This design comes from an exercise in tuning for small area on the open sky130 flow, not from production work.
In this exercise RTL edits were held to simulation tests only and were not proved equivalent to the original.
No activity file was given, so power comes from the tool's default toggle rates.

## before
==> flow/design.v <==
`timescale 1ns / 1ps
module uart_txrx_test(
    input  wire       clk,
    input  wire       n_reset,
    input  wire       TX_RDY,
    input  wire       RX_RDY,
    output reg        WEN,
    output reg        OEN,
    output reg  [7:0] uart_tx,
    input  wire [7:0] uart_rx,
    output reg  [3:0] ctrl,
    input  wire       sda_i,
    output reg        sda_o,
    output wire       sda_oe,
    output reg        scl,
    input  wire [3:0] key
);
    reg  [5:0]  ph;
    wire [15:0] PH_T = 16'h4cb3;
    wire        i2c_tick = ph[5] & ~ph[4] & ~ph[3] & ~ph[2] & ~ph[0];
    always @(posedge clk or negedge n_reset)
        if (!n_reset) ph <= 6'd0;
        else          ph <= {ph[4:0], PH_T[{ph[5], ph[4], ph[3], ph[1]}]};
    reg  [7:0]  tw, tr;
    wire [15:0] TM_T = 16'hac53;
    wire        tw_zero = (tw == 8'd0);
    wire        tr_zero = (tr == 8'd0);
    wire        write_valid = ~tw_zero;
    wire        read_valid  = ~tr_zero;
    always @(posedge clk or negedge n_reset)
        if (!n_reset) begin
            tw <= 8'd0;
            tr <= 8'd0;
        end else begin
            tw <= {tw[6:0], tw_zero ? key[2] : TM_T[{tw[7], tw[6], tw[5], tw[3]}]};
            tr <= {tr[6:0], tr_zero ? key[3] : TM_T[{tr[7], tr[6], tr[5], tr[3]}]};
        end
    reg  [10:0] cs;          
    reg         i2c_start;
    reg         wr_en, rd_en;
    reg         addr_inc;    
    reg  [7:0]  rd_data;     
    reg  [7:0]  po_data;     
    wire        cs_end = cs[0] & cs[1] & cs[2] & ~cs[3] & cs[4] & ~cs[6]
                       & ~cs[7] & ~cs[8] & ~cs[9] & ~cs[10];
    wire        i2c_end;
    always @(posedge clk or negedge n_reset)
        if (!n_reset) begin
            cs        <= 11'd0;
            i2c_start <= 1'b0;
            wr_en     <= 1'b0;
            rd_en     <= 1'b0;
            addr_inc  <= 1'b0;
            po_data   <= 8'd0;
        end else if (i2c_tick) begin
            i2c_start <= cs_end;
            cs <= ((!wr_en && !rd_en) || cs_end) ? 11'd0
                                                 : {cs[9:0], ~(cs[10] ^ cs[8])};
            if (i2c_end && wr_en)  wr_en <= 1'b0;
            else if (write_valid)  wr_en <= 1'b1;
            if (i2c_end && rd_en)  rd_en <= 1'b0;
            else if (read_valid)   rd_en <= 1'b1;
            if (!wr_en && !rd_en)  addr_inc <= 1'b0;
            else if (i2c_end)      addr_inc <= ~addr_inc;
            if (rd_en && i2c_end)  po_data <= rd_data;
        end
    localparam IDLE = 4'd00, START_1 = 4'd01, SEND_D_ADDR = 4'd02,
               ACK_1 = 4'd03, SEND_B_ADDR_H = 4'd04, ACK_2 = 4'd05,
               SEND_B_ADDR_L = 4'd06, ACK_3 = 4'd07, WR_DATA = 4'd08,
               ACK_4 = 4'd09, START_2 = 4'd10, SEND_RD_ADDR = 4'd11,
               ACK_5 = 4'd12, RD_DATA = 4'd13, N_ACK = 4'd14, STOP = 4'd15;
    localparam [1:0] Q0 = 2'b00, Q1 = 2'b01, Q2 = 2'b11, Q3 = 2'b10;
    reg [3:0] state;
    reg [1:0] cnt;
    reg [2:0] cnt_bit;
    wire [2:0] cnt_bit_nx = {cnt_bit[1:0],
                             cnt_bit[2] ^ cnt_bit[1] ^ ~(cnt_bit[1] | cnt_bit[0])};
    reg [2:0] bpos;
    always @(*)
        case (cnt_bit)
            3'b000: bpos = 3'd0;
            3'b001: bpos = 3'd1;
            3'b010: bpos = 3'd2;
            3'b101: bpos = 3'd3;
            3'b011: bpos = 3'd4;
            3'b111: bpos = 3'd5;
            3'b110: bpos = 3'd6;
            default: bpos = 3'd7;
        endcase
    wire is_ack = (state == ACK_1) || (state == ACK_2) || (state == ACK_3)
               || (state == ACK_4) || (state == ACK_5);
    wire last_q    = (cnt == Q3);
    wire byte_done = last_q && (cnt_bit == 3'b100);
    assign i2c_end = (state == IDLE) && cnt_bit[0];
    always @(posedge clk or negedge n_reset)
        if (!n_reset) begin
            state   <= IDLE;
            cnt     <= 2'd0;
            cnt_bit <= 3'd0;
            rd_data <= 8'd0;
        end else if (i2c_tick) begin
            if (state != IDLE)
                cnt <= {cnt[0], ~cnt[1]};
            if (is_ack) begin
                if (cnt == Q0)
                    cnt_bit <= {2'b00, sda_i};
            end else if ((state == IDLE) || (state == START_1) || (state == START_2)
                || (state == N_ACK) || byte_done)
                cnt_bit <= 3'd0;
            else if (last_q)
                cnt_bit <= cnt_bit_nx;
            if (state == RD_DATA && cnt == Q2)
                rd_data <= {rd_data[6:0], sda_i};
            case (state)
                IDLE:          if (i2c_start) state <= START_1;
                START_1:       if (last_q) state <= SEND_D_ADDR;
                SEND_D_ADDR:   if (byte_done) state <= ACK_1;
                ACK_1:         if (last_q && !cnt_bit[0]) state <= SEND_B_ADDR_H;
                SEND_B_ADDR_H: if (byte_done) state <= ACK_2;
                ACK_2:         if (last_q && !cnt_bit[0]) state <= SEND_B_ADDR_L;
                SEND_B_ADDR_L: if (byte_done) state <= ACK_3;
                ACK_3:         if (last_q && !cnt_bit[0]) begin
                                   if (wr_en) state <= WR_DATA;
                                   else if (rd_en) state <= START_2;
                               end
                WR_DATA:       if (byte_done) state <= ACK_4;
                ACK_4:         if (last_q && !cnt_bit[0]) state <= STOP;
                START_2:       if (last_q) state <= SEND_RD_ADDR;
                SEND_RD_ADDR:  if (byte_done) state <= ACK_5;
                ACK_5:         if (last_q && !cnt_bit[0]) state <= RD_DATA;
                RD_DATA:       if (byte_done) state <= N_ACK;
                N_ACK:         if (last_q) state <= STOP;
                STOP:          if (last_q && cnt_bit == 3'b101) state <= IDLE;
            endcase
        end
    always @(*) begin
        case (state)
            IDLE:    scl = 1'b1;
            START_1: scl = (cnt != Q3);
            STOP:    scl = !((cnt_bit == 3'd0) && (cnt == Q0));
            default: scl = cnt[0];
        endcase
    end
    wire [7:0] addr_l = {7'b0101101, addr_inc};
    always @(*) begin
        case (state)
            START_1:       sda_o = (cnt == Q0);
            SEND_D_ADDR:   sda_o = (bpos == 3'd0) || (bpos == 3'd2);
            SEND_B_ADDR_H: sda_o = 1'b0;
            SEND_B_ADDR_L: sda_o = addr_l[~bpos];
            WR_DATA:       sda_o = (bpos == 3'd0) || (bpos == 3'd2)
                                || (bpos == 3'd5) || (bpos == 3'd7);
            START_2:       sda_o = !cnt[1];
            SEND_RD_ADDR:  sda_o = (bpos == 3'd0) || (bpos == 3'd2)
                                || (bpos == 3'd7);
            STOP:          sda_o = !((bpos == 3'd0) && (cnt != Q3));
            default:       sda_o = 1'b1;
        endcase
    end
    assign sda_oe = !((state == RD_DATA) || is_ack);
    reg [1:0] slot;
    reg       rx_q;          
    reg       is_aa, is_a5, is_ff;
    reg [3:0] nib;
    always @(posedge clk or negedge n_reset)
        if (!n_reset) begin
            slot  <= 2'd0;
            rx_q  <= 1'b0;
            is_aa <= 1'b0;
            is_a5 <= 1'b0;
            is_ff <= 1'b0;
            nib   <= 4'd0;
            ctrl  <= 4'd0;
        end else begin
            rx_q <= RX_RDY;
            if (RX_RDY && !rx_q) begin
                slot <= {slot[0], ~slot[1]};     
                case (slot)
                    2'b00: is_aa <= (uart_rx == 8'hAA);
                    2'b01: is_a5 <= (uart_rx == 8'hA5);
                    2'b11: nib   <= uart_rx[3:0];
                    2'b10: is_ff <= (uart_rx == 8'hFF);
                endcase
            end
            if (rx_q && is_aa && is_a5 && is_ff)
                ctrl <= nib;
        end
    always @(posedge clk or negedge n_reset)
        if (!n_reset) begin
            uart_tx <= 8'b0;
            WEN     <= 1'b1;
            OEN     <= 1'b1;
        end else begin
            OEN <= ~(RX_RDY & TX_RDY);
            if (RX_RDY) begin
                uart_tx <= po_data;
                WEN     <= ~TX_RDY;
            end
        end
endmodule
==> flow/config.mk <==
export PLATFORM = sky130hd
export DESIGN_NAME = uart_txrx_test
export DESIGN_NICKNAME = uart_txrx_test
export VERILOG_FILES = /design/flow/design.v
export SDC_FILE = /design/flow/constraint.sdc
export NUM_CORES = 4
export LEC_CHECK = 0
export CAP_MARGIN = 20
export CORE_MARGIN = 2
export CORE_UTILIZATION = 40
export PLACE_DENSITY = 0.6
export SLEW_MARGIN = 20
==> flow/constraint.sdc <==
create_clock -name core_clock -period 10.0 [get_ports {clk}]
set_input_delay 2.0000 -clock core_clock [delete_from_list [all_inputs] [get_ports {clk}]]
set_output_delay 2.0000 -clock core_clock [all_outputs]
set_load 0.01 [all_outputs]
standard.sh (not shown) runs the stock make flow with config.mk's settings and CLKGATE_MAP_FILE= SYNTH_SCRIPT=/design/flow/synth_recipe.tcl, a recipe that flattens the netlist after the stock synthesis.
==> flow/flow/run.sh <==
#!/bin/bash
# The standard ORFS flow with three changes:
#  - synthesis maps the logic with an area-oriented ABC script (flow/abc_area.script)
#    in place of ORFS's delay-oriented one; everything else in synthesis is the
#    standard script (same passes, same flip-flop mapping and names);
#  - the port buffers are the smallest buffer cell (buf_1);
#  - clock tree synthesis uses clkbuf_8 without dummy loads.
set -euo pipefail
W=$(pwd)
rm -rf "$W/scripts_area"
cp -r "$FLOW_HOME/scripts" "$W/scripts_area"
cp "$W/flow/abc_area.script" "$W/scripts_area/abc_speed.script"
SCRIPTS_DIR="$W/scripts_area" bash standard.sh synth > synth_flow.log 2>&1
export BUFFER_PORTS_ARGS="-buffer_cell sky130_fd_sc_hd__buf_1"
export CTS_ARGS="-sink_clustering_enable -repair_clock_nets -dont_use_dummy_load -buf_list sky130_fd_sc_hd__clkbuf_8"
bash standard.sh finish > layout_flow.log 2>&1
==> flow/flow/abc_area.script <==
strash
&get -n
&st
&dch
&nf -a -R 1000
&st
&dch
&nf -a -R 1000
&put
topo
dnsize -c
Edits applied to the flow inputs when going from before to after:
-- flow/design.v --
<<< before, line 74
    reg [1:0] cnt;
    reg [2:0] cnt_bit;
    wire [2:0] cnt_bit_nx = {cnt_bit[1:0],
                             cnt_bit[2] ^ cnt_bit[1] ^ ~(cnt_bit[1] | cnt_bit[0])};
    reg [2:0] bpos;
    always @(*)
        case (cnt_bit)
            3'b000: bpos = 3'd0;
            3'b001: bpos = 3'd1;
            3'b010: bpos = 3'd2;
            3'b101: bpos = 3'd3;
            3'b011: bpos = 3'd4;
            3'b111: bpos = 3'd5;
            3'b110: bpos = 3'd6;
            default: bpos = 3'd7;
        endcase
    wire is_ack = (state == ACK_1) || (state == ACK_2) || (state == ACK_3)
               || (state == ACK_4) || (state == ACK_5);
    wire last_q    = (cnt == Q3);
    wire byte_done = last_q && (cnt_bit == 3'b100);
    assign i2c_end = (state == IDLE) && cnt_bit[0];
    always @(posedge clk or negedge n_reset)
        if (!n_reset) begin
>>> after, line 74
    reg [1:0] cnt;
    reg [2:0] cnt_bit;
    wire is_ack = (state == ACK_1) || (state == ACK_2) || (state == ACK_3)
               || (state == ACK_4) || (state == ACK_5);
    wire last_q    = (cnt == Q3);
    wire byte_done = last_q && (cnt_bit == 3'd7);
    assign i2c_end = (state == IDLE) && cnt_bit[2];
    always @(posedge clk or negedge n_reset)
        if (!n_reset) begin
<<< before, line 109
                cnt_bit <= 3'd0;
            else if (last_q)
                cnt_bit <= cnt_bit_nx;
            if (state == RD_DATA && cnt == Q2)
                rd_data <= {rd_data[6:0], sda_i};
>>> after, line 95
                cnt_bit <= 3'd0;
            else if (last_q)
                cnt_bit <= cnt_bit + 1'b1;
            if (state == RD_DATA && cnt == Q2)
                rd_data <= {rd_data[6:0], sda_i};
<<< before, line 131
                RD_DATA:       if (byte_done) state <= N_ACK;
                N_ACK:         if (last_q) state <= STOP;
                STOP:          if (last_q && cnt_bit == 3'b101) state <= IDLE;
            endcase
        end
>>> after, line 117
                RD_DATA:       if (byte_done) state <= N_ACK;
                N_ACK:         if (last_q) state <= STOP;
                STOP:          if (last_q && cnt_bit == 3'd3) state <= IDLE;
            endcase
        end
<<< before, line 146
        case (state)
            START_1:       sda_o = (cnt == Q0);
            SEND_D_ADDR:   sda_o = (bpos == 3'd0) || (bpos == 3'd2);
            SEND_B_ADDR_H: sda_o = 1'b0;
            SEND_B_ADDR_L: sda_o = addr_l[~bpos];
            WR_DATA:       sda_o = (bpos == 3'd0) || (bpos == 3'd2)
                                || (bpos == 3'd5) || (bpos == 3'd7);
            START_2:       sda_o = !cnt[1];
            SEND_RD_ADDR:  sda_o = (bpos == 3'd0) || (bpos == 3'd2)
                                || (bpos == 3'd7);
            STOP:          sda_o = !((bpos == 3'd0) && (cnt != Q3));
            default:       sda_o = 1'b1;
        endcase
>>> after, line 132
        case (state)
            START_1:       sda_o = (cnt == Q0);
            SEND_D_ADDR:   sda_o = (cnt_bit == 3'd0) || (cnt_bit == 3'd2);
            SEND_B_ADDR_H: sda_o = 1'b0;
            SEND_B_ADDR_L: sda_o = addr_l[~cnt_bit];
            WR_DATA:       sda_o = (cnt_bit == 3'd0) || (cnt_bit == 3'd2)
                                || (cnt_bit == 3'd5) || (cnt_bit == 3'd7);
            START_2:       sda_o = !cnt[1];
            SEND_RD_ADDR:  sda_o = (cnt_bit == 3'd0) || (cnt_bit == 3'd2)
                                || (cnt_bit == 3'd7);
            STOP:          sda_o = !((cnt_bit == 3'd0) && (cnt != Q3));
            default:       sda_o = 1'b1;
        endcase
<<< before, line 175
            rx_q <= RX_RDY;
            if (RX_RDY && !rx_q) begin
                slot <= {slot[0], ~slot[1]};     
                case (slot)
                    2'b00: is_aa <= (uart_rx == 8'hAA);
                    2'b01: is_a5 <= (uart_rx == 8'hA5);
                    2'b11: nib   <= uart_rx[3:0];
                    2'b10: is_ff <= (uart_rx == 8'hFF);
                endcase
            end
>>> after, line 161
            rx_q <= RX_RDY;
            if (RX_RDY && !rx_q) begin
                slot <= slot + 1'b1;
                case (slot)
                    2'd0: is_aa <= (uart_rx == 8'hAA);
                    2'd1: is_a5 <= (uart_rx == 8'hA5);
                    2'd2: nib   <= uart_rx[3:0];
                    2'd3: is_ff <= (uart_rx == 8'hFF);
                endcase
            end
--- outcome ---
after — combined global-route utilization of all metal layers 0.31 points higher, before as reference. Diff before -> after: wire length on met1 up 230 um; area added between synthesis and finish down 0.43 points; portion of total power attributed to the clock network down 0.6 points. Post-synthesis instance area (higher): after. Final-layout non-clock buffer area share essentially unchanged between after and before. Compared with before, after shows a final critical-path share of the clock period that is 1.1 points higher.

[what the ideal ports hide]
No port has a modelled driver above. Below, the same layouts with a new extraction and two added sets of constraints.
Step 1: set_driving_cell puts a clkbuf_16 on clk and a buf_2 on each other input, an assumption about the parent block.
Step 2, shift: input delay + t, output delay - t, t = (earliest + latest rising clock arrival at the registers) / 2. This alone moves slack from input paths to output paths.
Slacks: no drivers / after step 1 / after step 2; pairs: no drivers / after step 1.
| run | t, ns | setup WS [ns] | worst slew at a driven data input, ns | cell pins on the clock port's net |
|---|---|---|---|---|
| before | 0.361 | 5.972 / 5.944 / 6.305 | 0.03 | 1 |
| after | 0.362 | 5.866 / 5.835 / 6.197 | 0.03 | 1 |
After both steps every run listed still meets setup and hold.
